Source: an optimization exercise on an open RTL-to-GDS flow (aim: small area). Production flows keep margins and buffers that such runs may drop.
Function was checked by simulation only, so behaviour that the tests miss may differ from the original.
Power figures rest on the tool's default switching activity, not on a simulated workload.

Setup of run a:
==> flow/design.v <==
module rpm_basys2_top(
    input mclk,
    input rst,
    output [6:0] seg,
    output       dp,
    output [3:0] an,
    input [3:0] btn,
    input  [7:0] sw,
    output [7:0] led,
    output adc_cs,
    input  adc_d0,
    input  adc_d1,
    output adc_clk
);
    wire [10:0] av;
    wire        ns;
    adc_if u_adc(
        .clk(mclk), .rst(rst), .adc_d0(adc_d0),
        .adc_clk(adc_clk), .adc_cs(adc_cs), .sr(av), .ns(ns));
    wire pulse;
    thresh u_thr(.clk(mclk), .rst(rst), .av(av), .ns(ns), .pulse(pulse));
    assign led = {7'b0, pulse};
    wire        mtick;
    wire [2:0]  m1;
    wire [3:0]  m2, m3;
    counter u_cnt(
        .clk(mclk), .rst(rst), .pulse(pulse), .mtick(mtick),
        .m1(m1), .m2(m2), .m3(m3));
    display u_disp(
        .clk(mclk), .rst(rst), .m1(m1), .m2(m2), .m3(m3),
        .mtick(mtick), .seg(seg), .dp(dp), .an(an));
endmodule
module adc_if(
    input             clk,
    input             rst,
    input             adc_d0,
    output reg        adc_clk,
    output            adc_cs,
    output reg [10:0] sr,    
    output            ns     
);
    reg [3:0] c14;           
    reg       sh;            
    reg [4:0] su;            
    wire c13  = c14[3] & c14[2] & c14[0];
    wire tick = c13 & ~adc_clk;
    always @(posedge clk) begin
        if (rst) begin
            c14     <= 0;
            adc_clk <= 0;
        end else if (c13) begin
            c14     <= 0;
            adc_clk <= ~adc_clk;
        end else begin
            c14 <= c14 + 4'd1;
        end
    end
    always @(posedge clk) begin
        if (rst) begin
            sh <= 0;
            su <= 5'd15;
        end else if (tick) begin
            if (su[4]) begin
                su <= 0;
                sh <= ~sh;
            end else begin
                su <= su + 5'd1;
            end
        end
    end
    assign adc_cs = ~sh;
    wire u1416 = su[4] | (su[3:1] == 3'b111);
    always @(posedge clk)
        if (tick & sh & ~u1416)
            sr <= {sr[9:0], adc_d0};
    assign ns = (c14 == 4'd0) & adc_clk & sh & su[4];
endmodule
module thresh(
    input        clk,
    input        rst,
    input [10:0] av,
    input        ns,
    output reg   pulse
);
    reg  [2:0] nc;
    reg  [3:0] kc;
    wire gap6  = (kc == 4'd1) | (kc == 4'd4) | (kc == 4'd7) | (kc == 4'd9) | (kc == 4'd12);
    wire start = ns & (nc == (gap6 ? 3'd5 : 3'd4));
    always @(posedge clk) begin
        if (rst) begin
            nc <= 0;
            kc <= 0;
        end else if (ns) begin
            if (start) begin
                nc <= 0;
                kc <= (kc == 4'd13) ? 4'd0 : kc + 4'd1;
            end else begin
                nc <= nc + 3'd1;
            end
        end
    end
    reg [3:0] ph;            
    always @(posedge clk) begin
        if (rst)
            ph <= 0;
        else
            ph <= ph + 4'd1;
    end
    wire ph0  = ph == 4'd0;
    wire ph15 = ph == 4'd15;
    reg [175:0] ring;        
    wire [10:0] head = ring[175:165];
    reg [1:0]  st;           
    reg [3:0]  nidx;         
    reg        done;         
    reg [14:0] acc;          
    reg [9:0]  hyst;
    reg [10:0] mx, mn;
    wire clr = done & ~st[1];
    wire wr = (st == 2'd3) & (ph == nidx);
    wire [10:0] rin = wr ? av : (clr ? 11'd0 : head);
    always @(posedge clk)
        ring <= {ring[164:0], rin};
    genvar g;
    wire [10:0] sel = start ? mn : head;
    wire [10:0] dd;
    wire [11:0] dc;
    assign dc[0] = start;
    generate for (g = 0; g < 11; g = g + 1) begin : g_dd
        wire y = ~sel[g];
        assign dd[g]   = mx[g] ^ y ^ dc[g];
        assign dc[g+1] = (mx[g] & y) | (mx[g] & dc[g]) | (y & dc[g]);
    end endgenerate
    wire hlt = dc[11];       
    wire hge = ~hlt;
    wire dn  = ~ph0 & done;
    wire        hcnd = (dd[10:2] == 0) & (|mx[10:2]);
    wire [9:0]  hn   = {dd[10:5], dd[4] | hcnd, dd[3:2], dd[1] & ~hcnd};
    always @(posedge clk) begin
        if (rst) begin
            st   <= 0;
            nidx <= 4'd15;
            done <= 1;
            hyst <= 10'd8;
        end else begin
            if (start) begin
                st   <= 2'd1;
                hyst <= hn;
            end else if (ph15 & (st != 0)) begin
                st <= st + 2'd1;
                if (st == 2'd3)
                    nidx <= nidx - 4'd1;
            end
            if (st == 2'd2)
                done <= dn | hlt;
            if (st == 2'd3)
                done <= 0;
        end
    end
    always @(posedge clk) begin
        if (clr | ((st == 2'd2) & ~dn & hlt))
            mn <= head;
        if (clr | ((st == 2'd3) & hge))
            mx <= head;
    end
    wire [14:0] aa = acc;
    wire [14:0] as;
    wire [15:0] ac;
    assign ac[0] = 1'b0;
    generate for (g = 0; g < 15; g = g + 1) begin : g_acc
        if (g < 11) begin : full
            assign as[g]   = aa[g] ^ head[g] ^ ac[g];
            assign ac[g+1] = (aa[g] & head[g]) | (aa[g] & ac[g]) | (head[g] & ac[g]);
        end else begin : half
            assign as[g]   = aa[g] ^ ac[g];
            assign ac[g+1] = aa[g] & ac[g];
        end
    end endgenerate
    wire aclr = (st == 2'd1) & ph15;
    always @(posedge clk) begin
        if (rst)
            acc <= 15'h4000;
        else if (aclr)
            acc <= 0;
        else if (st == 2'd2)
            acc <= as;
    end
    wire [11:0] thr = acc[14:3];
    wire [11:0] hb  = {2'b0, hyst} ^ {12{pulse}};
    wire [11:0] ylim;
    wire [12:0] yc;
    wire [12:0] pc;
    wire [11:0] smp = {av, 1'b0};
    assign yc[0] = pulse;
    assign pc[0] = ~pulse;
    generate for (g = 0; g < 12; g = g + 1) begin : g_lim
        wire ny = ~ylim[g];
        assign ylim[g] = thr[g] ^ hb[g] ^ yc[g];
        assign yc[g+1] = (thr[g] & hb[g]) | (thr[g] & yc[g]) | (hb[g] & yc[g]);
        assign pc[g+1] = (smp[g] & ny) | (smp[g] & pc[g]) | (ny & pc[g]);
    end endgenerate
    always @(posedge clk) begin
        if (rst)
            pulse <= 0;
        else if (ns)
            pulse <= pc[12];
    end
endmodule
module counter(
    input            clk,
    input            rst,
    input            pulse,
    input            mtick,
    output reg [2:0] m1,     
    output reg [3:0] m2,     
    output reg [3:0] m3      
);
    reg  [18:0] wc;
    wire wev  = wc == 19'd486979;                     
    wire w18  = wc == 19'd115479;                     
    wire wld  = rst | wev;
    always @(posedge clk)
        wc <= ~({19{wld}} | {wc[17:0], wc[18] ^ wc[5] ^ wc[1] ^ wc[0]});
    reg pa, frz, rdy, pend;
    reg [2:0] t2;
    reg [3:0] hh, kk;
    wire edg = pulse & ~pa & ~wev;
    wire upd = mtick & rdy;
    always @(posedge clk)
        if (~wev)
            pa <= pulse;
    always @(posedge clk) begin
        if (rst) begin
            frz  <= 1;
            rdy  <= 1;
            pend <= 0;
            t2   <= 0;
            hh   <= 0;
            kk   <= 0;
        end else begin
            if (wev)
                frz <= 1;
            if (w18)
                rdy <= 1;
            if (upd) begin
                m1   <= t2;
                m2   <= hh;
                m3   <= kk;
                t2   <= (pend | edg) ? 3'd3 : 3'd0;
                hh   <= 0;
                kk   <= 0;
                pend <= 0;
                frz  <= 0;
                rdy  <= 0;
            end else if (edg) begin
                if (frz)
                    pend <= 1;
                else if (t2 >= 3'd2) begin
                    t2 <= t2 - 3'd2;
                    if (hh == 4'd9) begin
                        hh <= 0;
                        kk <= (kk == 4'd9) ? 4'd0 : kk + 4'd1;
                    end else begin
                        hh <= hh + 4'd1;
                    end
                end else begin
                    t2 <= t2 + 3'd3;
                end
            end
        end
    end
endmodule
module display(
    input        clk,
    input        rst,
    input  [2:0] m1,
    input  [3:0] m2,
    input  [3:0] m3,
    output       mtick,
    output [6:0] seg,
    output       dp,
    output [3:0] an
);
    reg  [10:0] mc;
    assign mtick = mc == 11'd317;                     
    wire mld = rst | mtick;
    always @(posedge clk)
        mc <= ~({11{mld}} | {mc[9:0], mc[10] ^ mc[8]});
    reg [3:0] anode;
    always @(posedge clk) begin
        if (rst)
            anode <= 0;
        else if (mtick)
            anode <= {anode[2:0], anode[3] | (anode == 4'd0)};
    end
    wire [3:0] dig = anode[1] ? {m1, 1'b0} : anode[2] ? m2 : anode[3] ? m3 :
                     anode[0] ? 4'd0 : 4'd8;
    wire [3:0] d = dig;
    wire [6:0] pat;
    assign pat[0] = (~d[3] & ~d[2] & ~d[1] & d[0]) | (d[2] & ~d[1] & ~d[0]);
    assign pat[1] = (d[2] & ~d[1] & d[0]) | (d[2] & d[1] & ~d[0]);
    assign pat[2] = ~d[2] & d[1] & ~d[0];
    assign pat[3] = (~d[3] & ~d[2] & ~d[1] & d[0]) | (d[2] & ~d[1] & ~d[0]) | (d[2] & d[1] & d[0]);
    assign pat[4] = (d[2] & ~d[1]) | d[0];
    assign pat[5] = (~d[3] & ~d[2] & d[0]) | (~d[2] & d[1]) | (d[1] & d[0]);
    assign pat[6] = (~d[3] & ~d[2] & ~d[1]) | (d[2] & d[1] & d[0]);
    assign an  = ~anode;
    assign seg = pat;
    assign dp  = |anode;
endmodule
==> flow/config.mk <==
export PLATFORM = sky130hd
export DESIGN_NAME = rpm_basys2_top
export DESIGN_NICKNAME = rpm_basys2_top
export VERILOG_FILES = /design/flow/design.v
export SDC_FILE = /design/flow/constraint.sdc
export NUM_CORES = 4
export LEC_CHECK = 0
export CAP_MARGIN = 0
export CORE_MARGIN = 2
export CORE_UTILIZATION = 40
export SLEW_MARGIN = 0
==> flow/constraint.sdc <==
create_clock -name core_clock -period 20.0 [get_ports {mclk}]
set_input_delay 4.0000 -clock core_clock [delete_from_list [all_inputs] [get_ports {mclk}]]
set_output_delay 4.0000 -clock core_clock [all_outputs]
set_load 0.01 [all_outputs]
standard.sh (not shown) runs the stock make flow with config.mk's settings and CLKGATE_MAP_FILE= SYNTH_SCRIPT=/design/flow/synth_recipe.tcl, a recipe that flattens the netlist after the stock synthesis.
==> flow/flow/run.sh <==
#!/bin/bash
# Layout flow: the standard flow (standard.sh), with
#  - synthesis through flow/own_synth.tcl: the standard flow's synthesis script with a
#    different ABC script and full adders only;
#  - port buffers of the smallest buffer cell;
#  - clock tree synthesis without dummy loads.
# Each step's output goes to its own log file here.
set -euo pipefail
work=$(pwd)
export FLOW_SYNTH_TCL="$work/synth_recipe.tcl"
args=(
  "SYNTH_SCRIPT=$work/flow/own_synth.tcl"
  "BUFFER_PORTS_ARGS=-buffer_cell sky130_fd_sc_hd__buf_1"
  "CTS_ARGS=-sink_clustering_enable -repair_clock_nets -sink_clustering_size 32 -sink_clustering_max_diameter 100 -buf_list sky130_fd_sc_hd__clkbuf_4 -root_buf sky130_fd_sc_hd__clkbuf_4 -sink_clustering_buffer sky130_fd_sc_hd__clkbuf_16 -dont_use_dummy_load"
)
bash standard.sh "${args[@]}" synth > "$work/own_synth.log" 2>&1
bash standard.sh "${args[@]}" finish > "$work/own_finish.log" 2>&1
test -f "$work/out/final.def"
==> flow/flow/own_synth.tcl <==
# Synthesis script for this flow: the standard flow's own synthesis script (which makes
# every synth call skip the fsm and share passes, then flattens and renames),
# with two commands replaced before it runs:
#  - extract_fa extracts full adders only (no half adders);
#  - abc runs Yosys's default area script on the same liberty and don't-use
#    list, without ORFS's speed script, delay target and buffering.
# Neither touches a register.
proc extract_fa {args} { yosys extract_fa -fa }
proc abc {args} {
  set keep {}
  set skip 0
  foreach a $args {
    if {$skip} { set skip 0; continue }
    if {$a eq "-script" || $a eq "-constr" || $a eq "-D"} { set skip 1; continue }
    lappend keep $a
  }
  yosys abc {*}$keep
}
source $::env(FLOW_SYNTH_TCL)
Relative to run a, the following input files were edited for run b:
-- flow/design.v --
<<< run a, line 17
    adc_if u_adc(
        .clk(mclk), .rst(rst), .adc_d0(adc_d0),
        .adc_clk(adc_clk), .adc_cs(adc_cs), .sr(av), .ns(ns));
    wire pulse;
    thresh u_thr(.clk(mclk), .rst(rst), .av(av), .ns(ns), .pulse(pulse));
>>> run b, line 17
    adc_if u_adc(
        .clk(mclk), .rst(rst), .adc_d0(adc_d0),
        .adc_clk(adc_clk), .adc_cs(adc_cs), .av(av), .ns(ns));
    wire pulse;
    thresh u_thr(.clk(mclk), .rst(rst), .av(av), .ns(ns), .pulse(pulse));
<<< run a, line 37
    output reg        adc_clk,
    output            adc_cs,
    output reg [10:0] sr,    
    output            ns     
);
>>> run b, line 37
    output reg        adc_clk,
    output            adc_cs,
    output reg [10:0] av,    
    output            ns     
);
<<< run a, line 43
    reg       sh;            
    reg [4:0] su;            
    wire c13  = c14[3] & c14[2] & c14[0];
    wire tick = c13 & ~adc_clk;
>>> run b, line 43
    reg       sh;            
    reg [4:0] su;            
    reg [10:0] sr;
    wire c13  = c14[3] & c14[2] & c14[0];
    wire tick = c13 & ~adc_clk;
<<< run a, line 70
    end
    assign adc_cs = ~sh;
    wire u1416 = su[4] | (su[3:1] == 3'b111);
    always @(posedge clk)
        if (tick & sh & ~u1416)
            sr <= {sr[9:0], adc_d0};
    assign ns = (c14 == 4'd0) & adc_clk & sh & su[4];
endmodule
>>> run b, line 71
    end
    assign adc_cs = ~sh;
    wire u14 = su[3:0] == 4'd14;
    wire u15 = su[3:0] == 4'd15;
    always @(posedge clk) begin
        if (tick & ~u14)
            sr <= {sr[9:0], adc_d0};
        if (tick & sh & u15)
            av <= sr;
    end
    assign ns = (c14 == 4'd0) & adc_clk & sh & su[4];
endmodule
<<< run a, line 83
    output reg   pulse
);
    reg  [2:0] nc;
    reg  [3:0] kc;
    wire gap6  = (kc == 4'd1) | (kc == 4'd4) | (kc == 4'd7) | (kc == 4'd9) | (kc == 4'd12);
    wire start = ns & (nc == (gap6 ? 3'd5 : 3'd4));
    always @(posedge clk) begin
        if (rst) begin
            nc <= 0;
            kc <= 0;
        end else if (ns) begin
            if (start) begin
                nc <= 0;
                kc <= (kc == 4'd13) ? 4'd0 : kc + 4'd1;
            end else begin
                nc <= nc + 3'd1;
            end
        end
    end
    reg [3:0] ph;            
>>> run b, line 88
    output reg   pulse
);
    reg  [12:0] ic;
    wire icw = ic == 13'd7441;                        
    always @(posedge clk) begin
        if (rst)
            ic <= 13'd6755;                           
        else if (icw)
            ic <= 13'd1;                              
        else
            ic <= {ic[11:0], ic[12] ^ ic[3] ^ ic[2] ^ ic[0]};
    end
    reg [3:0] ph;            
<<< run a, line 123
        ring <= {ring[164:0], rin};
    genvar g;
    wire [10:0] sel = start ? mn : head;
    wire [10:0] dd;
    wire [11:0] dc;
    assign dc[0] = start;
    generate for (g = 0; g < 11; g = g + 1) begin : g_dd
        wire y = ~sel[g];
>>> run b, line 121
        ring <= {ring[164:0], rin};
    genvar g;
    wire [10:0] sel = icw ? mn : head;
    wire [10:0] dd;
    wire [11:0] dc;
    assign dc[0] = icw;
    generate for (g = 0; g < 11; g = g + 1) begin : g_dd
        wire y = ~sel[g];
<<< run a, line 144
            hyst <= 10'd8;
        end else begin
            if (start) begin
                st   <= 2'd1;
                hyst <= hn;
>>> run b, line 142
            hyst <= 10'd8;
        end else begin
            if (icw) begin
                st   <= 2'd1;
                hyst <= hn;
Results
- Run b reached the final stage; the timing, DRC and antenna checks on its layout passed.
- Between run a and run b, number of cell instances on the worst register-to-register path is higher for run b, run a comes in under that.
- Summary of run b over run a: sequential cell count increased 17; number of antenna violations at the first check in global routing was more or less identical; least setup slack across all paths after layout increased by 0.36 ns relative to the old numbers.
- Total vias in the final route on run b is up relative to run a.
- Between run b and run a, it is run b whose adder-cell share of the synthesized area is lower, by 0.25 points.
- On total power, run a beats run b.

==> port drivers added, routing unchanged <==
No port has a modelled driver above. Below, the same layouts with a new extraction and two added sets of constraints.
Step 1 (the two cells are an assumption about what drives the block):
set clk [get_ports {mclk}]
set_driving_cell -lib_cell sky130_fd_sc_hd__clkbuf_16 $clk
set_driving_cell -lib_cell sky130_fd_sc_hd__buf_2 [delete_from_list [all_inputs] $clk]
Step 2 adds t to the input delays and takes it off the output delays; t is the mean of the earliest and latest rising clock arrival at the registers after step 1. Input paths then give back, and output paths get back, about the clock's delay inside the block.
Slacks: ideal / step 1 / step 2; pairs: ideal / step 1.
| run | t (ns) | setup slack, ns | slew at the worst register clock pin (ns) | worst slew at a driven data input, ns |
|---|---|---|---|---|
| run a | 0.642 | 12.787 / 12.787 / 12.787 | 0.12 / 0.12 | 0.03 |
| run b | 0.694 | 13.152 / 13.110 / 13.580 | 0.12 / 0.12 | 0.03 |
After both steps every run listed still meets setup and hold.
